Source: an optimization exercise on an open RTL-to-GDS flow (aim: small area and a short achievable clock period). Production flows keep margins and buffers that such runs may drop. RTL that was checked went through simulation tests only; none was proved equivalent to the original.

==> cedar <==
// lowp5
module lowp5(signal_in, signal_out, time_constant, clock_in, reset, enable);
input enable;
input signed [27:0] signal_in;
input signed [4:0] time_constant;
input clock_in;
input reset;
output signed [27:0] signal_out;
reg [27:0] x1, y1, y2n;
reg [29:0] r;
assign signal_out = y1;
wire [27:0] x = signal_in;
wire [27:0] xm = reset ? x : x1;
wire [28:0] e = {e_s[27], e_s[26], e_s[25], e_s[24], e_s[23], e_s[22], e_s[21], e_s[20], e_s[19], e_s[18], e_s[17], e_s[16], e_s[15], e_s[14], e_s[13], e_s[12], e_s[11], e_s[10], e_s[9], e_s[8], e_s[7], e_s[6], e_s[5], e_s[4], e_s[3], e_s[2], e_s[1], e_s[0], ~e_p[0]};
wire t1s, t1c;
bq_ha ut1 (.a(y2n[2]), .b(r[0]), .s(t1s), .co(t1c));
wire t2s, t2c;
bq_fa ut2 (.a(y2n[0]), .b(r[1]), .c(~y2n[3]), .s(t2s), .co(t2c));
wire t3s, t3c;
bq_ha ut3 (.a(t1c), .b(t2s), .s(t3s), .co(t3c));
wire t4s, t4c;
bq_fa ut4 (.a(y2n[4]), .b(y2n[1]), .c(r[2]), .s(t4s), .co(t4c));
wire t5s, t5c;
bq_fa ut5 (.a(r[0]), .b(y2n[3]), .c(t4s), .s(t5s), .co(t5c));
wire t6s, t6c;
bq_fa ut6 (.a(t2c), .b(t3c), .c(t5s), .s(t6s), .co(t6c));
wire t7s, t7c;
bq_ha ut7 (.a(t6s), .b(x[2]), .s(t7s), .co(t7c));
wire t8s, t8c;
bq_fa ut8 (.a(y1[0]), .b(y2n[5]), .c(y2n[2]), .s(t8s), .co(t8c));
wire t9s, t9c;
bq_fa ut9 (.a(r[3]), .b(r[1]), .c(r[0]), .s(t9s), .co(t9c));
wire t10s, t10c;
bq_fa ut10 (.a(t4c), .b(t8s), .c(t9s), .s(t10s), .co(t10c));
wire t11s, t11c;
bq_fa ut11 (.a(t5c), .b(t10s), .c(t6c), .s(t11s), .co(t11c));
wire t12s, t12c;
bq_fa ut12 (.a(t11s), .b(x[3]), .c(x[1]), .s(t12s), .co(t12c));
wire t13s, t13c;
bq_ha ut13 (.a(x[0]), .b(t7c), .s(t13s), .co(t13c));
wire t14s, t14c;
bq_fa ut14 (.a(y1[1]), .b(y2n[6]), .c(y2n[3]), .s(t14s), .co(t14c));
wire t15s, t15c;
bq_fa ut15 (.a(r[4]), .b(r[2]), .c(r[1]), .s(t15s), .co(t15c));
wire t16s, t16c;
bq_fa ut16 (.a(t8c), .b(t9c), .c(t14s), .s(t16s), .co(t16c));
wire t17s, t17c;
bq_fa ut17 (.a(t15s), .b(t10c), .c(t16s), .s(t17s), .co(t17c));
wire t18s, t18c;
  ...
clock: 15.0 ns
lec_check: 0
cap_margin: 20
core_margin: 2
core_utilization: 60
cts_buf_list: sky130_fd_sc_hd__clkbuf_4 sky130_fd_sc_hd__clkbuf_8
slew_margin: 20
synth_hierarchical: 1
standard.sh (not shown) runs the stock make flow with config.mk's settings and CLKGATE_MAP_FILE= SYNTH_SCRIPT=/design/flow/synth_recipe.tcl, a recipe that flattens the netlist after the stock synthesis.
==> flow/flow/run.sh <==
#!/bin/bash
set -euo pipefail
MARGIN=$(cat flow/margin.txt 2>/dev/null || echo 5)
bash standard.sh \
  "BUFFER_PORTS_ARGS=-buffer_cell sky130_fd_sc_hd__buf_2" \
  "SETUP_SLACK_MARGIN=$MARGIN" \
  finish > flow_make.log 2>&1
==> flow/flow/margin.txt <==
7
==> inputs of onyx, as changes to cedar <==
--- a/flow/design.v
+++ b/flow/design.v
@@ -890,13 +890,13 @@
 assign m_pb = {t437c, t437s, t436s, t435s, t434s, t433s, t432s, t431s, t430s, t429s, t428s, t427s, t425s, t423s, t420s, t416s, t412s, t407s, t402s, t396s, t390s, t383s, t375s, t366s, t356s, t345s, t332s, t318s, t303s, t288s, t274s, t260s, t246s, t232s, t218s, t204s, t190s, t176s, t162s, t148s, t134s, t121s, t108s, t96s, t85s, t74s, t64s, t54s, t44s, t35s, t27s, t20s, t13s, t7s, t3s, t1s, y2n[0]};
 bq_m_x um_x (.a(m_pa), .b(m_pb), .y(m_p));
 bq_m_a um_a (.a(m_pa), .b(m_pb), .y(m_g));
 wire [27:0] m_c;
 bq_m_c um_c (.i({1'b1, m_p[56], m_p[55], m_p[54], m_p[53], m_p[52], m_p[51], m_p[50], m_p[49], m_p[48], m_p[47], m_p[46], m_p[45], m_p[44], m_p[43], m_p[42], m_p[41], m_p[40], m_p[39], m_p[38], m_p[37], m_p[36], m_p[35], m_p[34], m_p[33], m_p[32], m_p[31], m_p[30], m_p[29], m_p[28], m_p[27], m_p[26], m_p[25], m_p[24], m_p[23], m_p[22], m_p[21], m_p[20], m_p[19], m_p[18], m_p[17], m_p[16], m_p[15], m_p[14], m_p[13], m_p[12], m_p[11], m_p[10], m_p[9], m_p[8], m_p[7], m_p[6], m_p[5], m_p[4], m_p[3], m_p[2], m_p[1], m_p[0], ~y2n[0], m_g[56], m_g[55], m_g[54], m_g[53], m_g[52], m_g[51], m_g[50], m_g[49], m_g[48], m_g[47], m_g[46], m_g[45], m_g[44], m_g[43], m_g[42], m_g[41], m_g[40], m_g[39], m_g[38], m_g[37], m_g[36], m_g[35], m_g[34], m_g[33], m_g[32], m_g[31], m_g[30], m_g[29], m_g[28], m_g[27], m_g[26], m_g[25], m_g[24], m_g[23], m_g[22], m_g[21], m_g[20], m_g[19], m_g[18], m_g[17], m_g[16], m_g[15], m_g[14], m_g[13], m_g[12], m_g[11], m_g[10], m_g[9], m_g[8], m_g[7], m_g[6], m_g[5], m_g[4], m_g[3], m_g[2], m_g[1], m_g[0]}), .c(m_c));
 wire [27:0] m_s;
-bq_m_s um_s (.a({1'b1, m_p[54], m_p[53], m_p[52], m_p[51], m_p[50], m_p[49], m_p[48], m_p[47], m_p[46], m_p[45], m_p[44], m_p[43], m_p[42], m_p[41], m_p[40], m_p[39], m_p[38], m_p[37], m_p[36], m_p[35], m_p[34], m_p[33], m_p[32], m_p[31], m_p[30], m_p[29], m_p[28]}), .b({m_c[27], m_c[26], m_c[25], m_c[24], m_c[23], m_c[22], m_c[21], m_c[20], m_c[19], m_c[18], m_c[17], m_c[16], m_c[15], m_c[14], m_c[13], m_c[12], m_c[11], m_c[10], m_c[9], m_c[8], m_c[7], m_c[6], m_c[5], m_c[4], m_c[3], m_c[2], m_c[1], m_c[0]}), .v({x[27], x[26], x[25], x[24], x[23], x[22], x[21], x[20], x[19], x[18], x[17], x[16], x[15], x[14], x[13], x[12], x[11], x[10], x[9], x[8], x[7], x[6], x[5], x[4], x[3], x[2], x[1], x[0]}), .r(reset), .y(m_s));
+bq_m_s um_s (.a({1'b1, m_p[54], m_p[53], m_p[52], m_p[51], m_p[50], m_p[49], m_p[48], m_p[47], m_p[46], m_p[45], m_p[44], m_p[43], m_p[42], m_p[41], m_p[40], m_p[39], m_p[38], m_p[37], m_p[36], m_p[35], m_p[34], m_p[33], m_p[32], m_p[31], m_p[30], m_p[29], m_p[28]}), .b({m_c[27], m_c[26], m_c[25], m_c[24], m_c[23], m_c[22], m_c[21], m_c[20], m_c[19], m_c[18], m_c[17], m_c[16], m_c[15], m_c[14], m_c[13], m_c[12], m_c[11], m_c[10], m_c[9], m_c[8], m_c[7], m_c[6], m_c[5], m_c[4], m_c[3], m_c[2], m_c[1], m_c[0]}), .v({signal_in[27], signal_in[26], signal_in[25], signal_in[24], signal_in[23], signal_in[22], signal_in[21], signal_in[20], signal_in[19], signal_in[18], signal_in[17], signal_in[16], signal_in[15], signal_in[14], signal_in[13], signal_in[12], signal_in[11], signal_in[10], signal_in[9], signal_in[8], signal_in[7], signal_in[6], signal_in[5], signal_in[4], signal_in[3], signal_in[2], signal_in[1], signal_in[0]}), .r(reset), .y(m_s));
 wire [28:0] e_pa, e_pb, e_p, e_g;
 assign e_pa = {y1[27], y1[27], y1[26], y1[25], y1[24], y1[23], y1[22], y1[21], y1[20], y1[19], y1[18], y1[17], y1[16], y1[15], y1[14], y1[13], y1[12], y1[11], y1[10], y1[9], y1[8], y1[7], y1[6], y1[5], y1[4], y1[3], y1[2], y1[1], y1[0]};
 assign e_pb = {y2n[27], y2n[27], y2n[26], y2n[25], y2n[24], y2n[23], y2n[22], y2n[21], y2n[20], y2n[19], y2n[18], y2n[17], y2n[16], y2n[15], y2n[14], y2n[13], y2n[12], y2n[11], y2n[10], y2n[9], y2n[8], y2n[7], y2n[6], y2n[5], y2n[4], y2n[3], y2n[2], y2n[1], y2n[0]};
 bq_e_x ue_x (.a(e_pa), .b(e_pb), .y(e_p));
 bq_e_a ue_a (.a(e_pa), .b(e_pb), .y(e_g));
 wire [26:0] e_c;
==> inputs of lagoon, as changes to cedar <==
==> flow/config.mk (replaced) <==
export PLATFORM = sky130hd
export DESIGN_NAME = lowp5
export DESIGN_NICKNAME = lowp5
export VERILOG_FILES = /design/flow/design.v
export SDC_FILE = /design/flow/constraint.sdc
export NUM_CORES = 4
export LEC_CHECK = 0
export CAP_MARGIN = 20
export CORE_MARGIN = 2
export CORE_UTILIZATION = 70
export CTS_BUF_LIST = sky130_fd_sc_hd__clkbuf_4 sky130_fd_sc_hd__clkbuf_8
export SLEW_MARGIN = 20
export SYNTH_HIERARCHICAL = 1
==> summary.txt <==
- lagoon passed the timing, DRC and antenna checks. cedar went through all stages and came out clean. onyx failed in 1_1_yosys_canonicalize.
- Flip-flop and latch count is the same in cedar and lagoon.
- Between lagoon and cedar, the lower global-route usage is in cedar (gap 3.7 points).
- Die area: lagoon is smaller than cedar (about 14%).
- Of lagoon and cedar, cedar has the higher first-iteration DRC count (gap 3.3%, measured against cedar).
- In final area, lagoon and cedar hardly differ.
- Against lagoon, the worst setup slack of cedar is better by 140 ps.
- Synthesized cell count is the same in cedar and lagoon.
- In synthesized area, lagoon and cedar do not differ.
- Of cedar and lagoon, lagoon has the higher via count (gap 2.9%, measured against lagoon).
==> figures <==
Status: lagoon timing/DRC/antenna clean; onyx did not finish; cedar timing/DRC/antenna clean
Stage where the flow stopped: lagoon -; onyx 1_1_yosys_canonicalize; cedar -
Vias post-DR: lagoon 11200; onyx -; cedar 10800
WL met3: lagoon 2.69 mm; onyx -; cedar 2.57 mm
Final-report max-slew violation count: lagoon 0; onyx -; cedar 0
Tapcells inserted: lagoon 330; onyx -; cedar 390
Final non-filler cell area: lagoon 19400 um2; onyx -; cedar 19400 um2
Core region area: lagoon 25300 um2; onyx -; cedar 29600 um2
Starting utilization of the core area: lagoon 71.7%; onyx -; cedar 61.1%
Clock distribution area overhead in the final layout: lagoon 2.19%; onyx -; cedar 2.19%
Remaining number of nets flagged by the antenna check after routing: lagoon 0; onyx -; cedar 0
Layout filler cell count: lagoon 1623; onyx -; cedar 2335
Num CTS Buffers: lagoon 17; onyx -; cedar 17
Clock latency on the worst-skew pair: lagoon 470 ps; onyx -; cedar 470 ps
Highest routed metal layer: lagoon met4; onyx -; cedar met4
Library cell appearing most often on the critical path: lagoon sky130_fd_sc_hd__fa_1; onyx -; cedar sky130_fd_sc_hd__fa_1
Number of signal-net buffers in the layout: lagoon 145; onyx -; cedar 136
Total number of sequential cells: lagoon 114; onyx -; cedar 114
Routed met1 length: lagoon 17.5 mm; onyx -; cedar 18.1 mm
For onyx, only the layout was checked, not whether the RTL still works.

==> 05-21: inputs <==
lowp5, a different RTL version from the one above (not shown whole).
==> flow/config.mk <==
export PLATFORM = sky130hd
export DESIGN_NAME = lowp5
export DESIGN_NICKNAME = lowp5
export VERILOG_FILES = /design/flow/design.v
export SDC_FILE = /design/flow/constraint.sdc
export NUM_CORES = 4
export LEC_CHECK = 0
export CAP_MARGIN = 20
export CORE_MARGIN = 2
export CORE_UTILIZATION = 70
export CTS_BUF_LIST = sky130_fd_sc_hd__clkbuf_4 sky130_fd_sc_hd__clkbuf_8
export SLEW_MARGIN = 20
export SYNTH_HIERARCHICAL = 1
==> flow/constraint.sdc <==
create_clock -name core_clock -period 15.0 [get_ports {clock_in}]
set_input_delay 3.0000 -clock core_clock [delete_from_list [all_inputs] [get_ports {clock_in}]]
set_output_delay 3.0000 -clock core_clock [all_outputs]
set_load 0.01 [all_outputs]
Scripts as last shown in full above: flow/flow/run.sh, flow/flow/margin.txt
==> 08-23 (differences from 05-21) <==
--- a/flow/design.v
+++ b/flow/design.v
@@ -889,15 +889,15 @@
 assign m_pa = {~y1[27], t436c, t435c, t434c, t433c, t432c, t431c, t430c, t429c, t428c, t427c, t425c, t423c, t420c, t416c, t412c, t407c, t402c, t396c, t390c, t383c, t375c, t366c, t356c, t345c, t332c, t318c, t303c, t288c, t274c, t260c, t246c, t232c, t218c, t204c, t190c, t176c, t162c, t148c, t134c, t121c, t108c, t107s, t85c, t74c, t64c, t54c, t44c, t35c, t27c, t26s, t19s, t12s, x[0], x[1], x[0], y2n[1]};
 assign m_pb = {t437c, t437s, t436s, t435s, t434s, t433s, t432s, t431s, t430s, t429s, t428s, t427s, t425s, t423s, t420s, t416s, t412s, t407s, t402s, t396s, t390s, t383s, t375s, t366s, t356s, t345s, t332s, t318s, t303s, t288s, t274s, t260s, t246s, t232s, t218s, t204s, t190s, t176s, t162s, t148s, t134s, t121s, t108s, t96s, t85s, t74s, t64s, t54s, t44s, t35s, t27s, t20s, t13s, t7s, t3s, t1s, y2n[0]};
 bq_m_x um_x (.a(m_pa), .b(m_pb), .y(m_p));
 bq_m_a um_a (.a(m_pa), .b(m_pb), .y(m_g));
 wire [27:0] m_c;
 bq_m_c um_c (.i({1'b1, m_p[56], m_p[55], m_p[54], m_p[53], m_p[52], m_p[51], m_p[50], m_p[49], m_p[48], m_p[47], m_p[46], m_p[45], m_p[44], m_p[43], m_p[42], m_p[41], m_p[40], m_p[39], m_p[38], m_p[37], m_p[36], m_p[35], m_p[34], m_p[33], m_p[32], m_p[31], m_p[30], m_p[29], m_p[28], m_p[27], m_p[26], m_p[25], m_p[24], m_p[23], m_p[22], m_p[21], m_p[20], m_p[19], m_p[18], m_p[17], m_p[16], m_p[15], m_p[14], m_p[13], m_p[12], m_p[11], m_p[10], m_p[9], m_p[8], m_p[7], m_p[6], m_p[5], m_p[4], m_p[3], m_p[2], m_p[1], m_p[0], ~y2n[0], m_g[56], m_g[55], m_g[54], m_g[53], m_g[52], m_g[51], m_g[50], m_g[49], m_g[48], m_g[47], m_g[46], m_g[45], m_g[44], m_g[43], m_g[42], m_g[41], m_g[40], m_g[39], m_g[38], m_g[37], m_g[36], m_g[35], m_g[34], m_g[33], m_g[32], m_g[31], m_g[30], m_g[29], m_g[28], m_g[27], m_g[26], m_g[25], m_g[24], m_g[23], m_g[22], m_g[21], m_g[20], m_g[19], m_g[18], m_g[17], m_g[16], m_g[15], m_g[14], m_g[13], m_g[12], m_g[11], m_g[10], m_g[9], m_g[8], m_g[7], m_g[6], m_g[5], m_g[4], m_g[3], m_g[2], m_g[1], m_g[0]}), .c(m_c));
 wire [27:0] m_s;
-bq_m_s um_s (.a({1'b1, m_p[54], m_p[53], m_p[52], m_p[51], m_p[50], m_p[49], m_p[48], m_p[47], m_p[46], m_p[45], m_p[44], m_p[43], m_p[42], m_p[41], m_p[40], m_p[39], m_p[38], m_p[37], m_p[36], m_p[35], m_p[34], m_p[33], m_p[32], m_p[31], m_p[30], m_p[29], m_p[28]}), .b({m_c[27], m_c[26], m_c[25], m_c[24], m_c[23], m_c[22], m_c[21], m_c[20], m_c[19], m_c[18], m_c[17], m_c[16], m_c[15], m_c[14], m_c[13], m_c[12], m_c[11], m_c[10], m_c[9], m_c[8], m_c[7], m_c[6], m_c[5], m_c[4], m_c[3], m_c[2], m_c[1], m_c[0]}), .v({signal_in[27], signal_in[26], signal_in[25], signal_in[24], signal_in[23], signal_in[22], signal_in[21], signal_in[20], signal_in[19], signal_in[18], signal_in[17], signal_in[16], signal_in[15], signal_in[14], signal_in[13], signal_in[12], signal_in[11], signal_in[10], signal_in[9], signal_in[8], signal_in[7], signal_in[6], signal_in[5], signal_in[4], signal_in[3], signal_in[2], signal_in[1], signal_in[0]}), .r(reset), .y(m_s));
+bq_m_s um_s (.a({1'b1, m_p[54], m_p[53], m_p[52], m_p[51], m_p[50], m_p[49], m_p[48], m_p[47], m_p[46], m_p[45], m_p[44], m_p[43], m_p[42], m_p[41], m_p[40], m_p[39], m_p[38], m_p[37], m_p[36], m_p[35], m_p[34], m_p[33], m_p[32], m_p[31], m_p[30], m_p[29], m_p[28]}), .b({m_c[27], m_c[26], m_c[25], m_c[24], m_c[23], m_c[22], m_c[21], m_c[20], m_c[19], m_c[18], m_c[17], m_c[16], m_c[15], m_c[14], m_c[13], m_c[12], m_c[11], m_c[10], m_c[9], m_c[8], m_c[7], m_c[6], m_c[5], m_c[4], m_c[3], m_c[2], m_c[1], m_c[0]}), .y(m_s));
 wire [28:0] e_pa, e_pb, e_p, e_g;
 assign e_pa = {y1[27], y1[27], y1[26], y1[25], y1[24], y1[23], y1[22], y1[21], y1[20], y1[19], y1[18], y1[17], y1[16], y1[15], y1[14], y1[13], y1[12], y1[11], y1[10], y1[9], y1[8], y1[7], y1[6], y1[5], y1[4], y1[3], y1[2], y1[1], y1[0]};
 assign e_pb = {y2n[27], y2n[27], y2n[26], y2n[25], y2n[24], y2n[23], y2n[22], y2n[21], y2n[20], y2n[19], y2n[18], y2n[17], y2n[16], y2n[15], y2n[14], y2n[13], y2n[12], y2n[11], y2n[10], y2n[9], y2n[8], y2n[7], y2n[6], y2n[5], y2n[4], y2n[3], y2n[2], y2n[1], y2n[0]};
 bq_e_x ue_x (.a(e_pa), .b(e_pb), .y(e_p));
 bq_e_a ue_a (.a(e_pa), .b(e_pb), .y(e_g));
 wire [26:0] e_c;
 bq_e_c ue_c (.i({e_p[28], e_p[27], e_p[26], e_p[25], e_p[24], e_p[23], e_p[22], e_p[21], e_p[20], e_p[19], e_p[18], e_p[17], e_p[16], e_p[15], e_p[14], e_p[13], e_p[12], e_p[11], e_p[10], e_p[9], e_p[8], e_p[7], e_p[6], e_p[5], e_p[4], e_p[3], e_p[2], e_p[1], e_p[0], e_g[28], e_g[27], e_g[26], e_g[25], e_g[24], e_g[23], e_g[22], e_g[21], e_g[20], e_g[19], e_g[18], e_g[17], e_g[16], e_g[15], e_g[14], e_g[13], e_g[12], e_g[11], e_g[10], e_g[9], e_g[8], e_g[7], e_g[6], e_g[5], e_g[4], e_g[3], e_g[2], e_g[1], e_g[0]}), .c(e_c));
@@ -908,37 +908,38 @@
 assign r_pb = {xm[27], xm[27], xm[27], xm[26], xm[25], xm[24], xm[23], xm[22], xm[21], xm[20], xm[19], xm[18], xm[17], xm[16], xm[15], xm[14], xm[13], xm[12], xm[11], xm[10], xm[9], xm[8], xm[7], xm[6], xm[5], xm[4], xm[3], xm[2], xm[1]};
 bq_r_x ur_x (.a(r_pa), .b(r_pb), .y(r_p));
 bq_r_a ur_a (.a(r_pa), .b(r_pb), .y(r_g));
 wire [26:0] r_c;
 bq_r_c ur_c (.i({r_p[28], r_p[27], r_p[26], r_p[25], r_p[24], r_p[23], r_p[22], r_p[21], r_p[20], r_p[19], r_p[18], r_p[17], r_p[16], r_p[15], r_p[14], r_p[13], r_p[12], r_p[11], r_p[10], r_p[9], r_p[8], r_p[7], r_p[6], r_p[5], r_p[4], r_p[3], r_p[2], r_p[1], r_p[0], xm[0], r_g[28], r_g[27], r_g[26], r_g[25], r_g[24], r_g[23], r_g[22], r_g[21], r_g[20], r_g[19], r_g[18], r_g[17], r_g[16], r_g[15], r_g[14], r_g[13], r_g[12], r_g[11], r_g[10], r_g[9], r_g[8], r_g[7], r_g[6], r_g[5], r_g[4], r_g[3], r_g[2], r_g[1], r_g[0]}), .c(r_c));
 wire [27:0] r_s;
 bq_r_s ur_s (.a({r_p[28], r_p[27], r_p[26], r_p[25], r_p[24], r_p[23], r_p[22], r_p[21], r_p[20], r_p[19], r_p[18], r_p[17], r_p[16], r_p[15], r_p[14], r_p[13], r_p[12], r_p[11], r_p[10], r_p[9], r_p[8], r_p[7], r_p[6], r_p[5], r_p[4], r_p[3], r_p[2], r_p[1]}), .b({r_c[26], r_c[25], r_c[24], r_c[23], r_c[22], r_c[21], r_c[20], r_c[19], r_c[18], r_c[17], r_c[16], r_c[15], r_c[14], r_c[13], r_c[12], r_c[11], r_c[10], r_c[9], r_c[8], r_c[7], r_c[6], r_c[5], r_c[4], r_c[3], r_c[2], r_c[1], r_c[0], r_g[0]}), .y(r_s));
-wire [27:0] y1d = {m_s[27], m_s[26], m_s[25], m_s[24], m_s[23], m_s[22], m_s[21], m_s[20], m_s[19], m_s[18], m_s[17], m_s[16], m_s[15], m_s[14], m_s[13], m_s[12], m_s[11], m_s[10], m_s[9], m_s[8], m_s[7], m_s[6], m_s[5], m_s[4], m_s[3], m_s[2], m_s[1], m_s[0]};
+wire [27:0] ynew = {m_s[27], m_s[26], m_s[25], m_s[24], m_s[23], m_s[22], m_s[21], m_s[20], m_s[19], m_s[18], m_s[17], m_s[16], m_s[15], m_s[14], m_s[13], m_s[12], m_s[11], m_s[10], m_s[9], m_s[8], m_s[7], m_s[6], m_s[5], m_s[4], m_s[3], m_s[2], m_s[1], m_s[0]};
 wire [29:0] rnext = {r_s[27], r_s[26], r_s[25], r_s[24], r_s[23], r_s[22], r_s[21], r_s[20], r_s[19], r_s[18], r_s[17], r_s[16], r_s[15], r_s[14], r_s[13], r_s[12], r_s[11], r_s[10], r_s[9], r_s[8], r_s[7], r_s[6], r_s[5], r_s[4], r_s[3], r_s[2], r_s[1], r_s[0], r_p[0], xm[0]};
 always @(posedge clock_in) begin
-  if (reset | enable) begin
-    r <= rnext; x1 <= x; y1 <= y1d;
+  if (reset | enable) r <= rnext;
+  if (reset) begin
+    x1 <= signal_in; y1 <= signal_in; y2n <= ~signal_in;
+  end else if (enable) begin
+    x1 <= x; y1 <= ynew; y2n <= ~y1;
   end
-  if (reset) y2n <= ~signal_in;
-  else if (enable) y2n <= ~y1;
 end
 endmodule
 module bq_fa(input a, input b, input c, output s, output co);
 assign s = a ^ b ^ c;
 assign co = (a & b) | (a & c) | (b & c);
 endmodule
 module bq_ha(input a, input b, output s, output co);
 assign s = a ^ b;
 assign co = a & b;
 endmodule
 module bq_m_x(input [56:0] a, input [56:0] b, output [56:0] y);
 assign y = a ^ b;
 endmodule
 module bq_m_a(input [56:0] a, input [56:0] b, output [56:0] y);
-assign y = (a & b);
+assign y = a & b;
 endmodule
 module bq_m_c(input [115:0] i, output [27:0] c);
 wire w1 = i[59] & i[0];
 wire w2 = i[1] | w1;
 wire w3 = i[59] & i[58];
 wire w4 = i[61] & i[2];
 wire w5 = i[3] | w4;
@@ -1385,22 +1386,22 @@
 wire w446 = w383 | w445;
 wire w447 = w387 & w178;
 wire w448 = w386 | w447;
 wire w449 = w390 & w178;
 wire w450 = w389 | w449;
 assign c = {w448, w442, w440, w438, w436, w434, w432, w430, w428, w426, w424, w422, w420, w418, w416, w414, w412, w410, w408, w406, w404, w402, w400, w398, w396, w394, w392, w178};
 endmodule
-module bq_m_s(input [27:0] a, input [27:0] b, input [27:0] v, input r, output [27:0] y);
-assign y = (r ? v : a) ^ (b & {28{~r}});
+module bq_m_s(input [27:0] a, input [27:0] b, output [27:0] y);
+assign y = (a ^ b);
 endmodule
 module bq_e_x(input [28:0] a, input [28:0] b, output [28:0] y);
 assign y = a ^ b;
 endmodule
 module bq_e_a(input [28:0] a, input [28:0] b, output [28:0] y);
-assign y = (a & b);
+assign y = a & b;
 endmodule
 module bq_e_c(input [57:0] i, output [26:0] c);
 wire w1 = i[30] & i[0];
 wire w2 = i[1] | w1;
 wire w3 = i[30] & i[29];
 wire w4 = i[32] & i[2];
 wire w5 = i[3] | w4;
@@ -1605,15 +1606,15 @@
 module bq_e_s(input [27:0] a, input [27:0] b, output [27:0] y);
 assign y = ~(a ^ b);
 endmodule
 module bq_r_x(input [28:0] a, input [28:0] b, output [28:0] y);
 assign y = a ^ b;
 endmodule
 module bq_r_a(input [28:0] a, input [28:0] b, output [28:0] y);
-assign y = (a & b);
+assign y = a & b;
 endmodule
 module bq_r_c(input [58:0] i, output [26:0] c);
 wire w1 = i[30] & i[29];
 wire w2 = i[32] & i[1];
 wire w3 = i[2] | w2;
 wire w4 = i[32] & i[31];
 wire w5 = i[31] & i[0];
==> flow/flow/margin.txt (replaced) <==
6.5
CORE_UTILIZATION = 65   (was 70)
==> notes <==
05-21 ended with an error in Yosys front end (1_1_yosys_canonicalize). 08-23 ran to the end with no violations.
==> figures <==
| metric | 05-21 | 08-23 |
|---|---|---|
| Status | stopped before the end | complete, no violations |
| Failing step | Yosys front end (1_1_yosys_canonicalize) | - |
| Yosys synthesis warning count | 0 | 7 |
No functional check of the RTL was part of 05-21.

## what the ideal ports hide
In the flow no input, the clock included, has a driving cell. The finished layouts below were timed again as built, in two steps.
Step 1 (the two cells are an assumption about what drives the block):
set clk [get_ports {clock_in}]
set_driving_cell -lib_cell sky130_fd_sc_hd__clkbuf_16 $clk
set_driving_cell -lib_cell sky130_fd_sc_hd__buf_2 [delete_from_list [all_inputs] $clk]
Step 2 times the ports against the registers' clock, not the clock port: input delays grow and output delays shrink by t, the midpoint of the rising clock arrivals with the driver on.
a / b / c = ideal / step 1 / step 2; a / b = the first two.
run | t, ns | setup slack, ns | pins driven straight from the clock port
cedar | 0.519 | 7.268 / 7.268 / 7.200 | 1
lagoon | 0.507 | 7.132 / 7.132 / 7.111 | 1
08-23 | 0.544 | 6.823 / 6.823 / 6.823 | 1
After both steps every run listed still meets setup and hold. The setup slack of cedar, which loses most, moves by 0.000 ns with the drivers and by -0.068 ns with both steps.
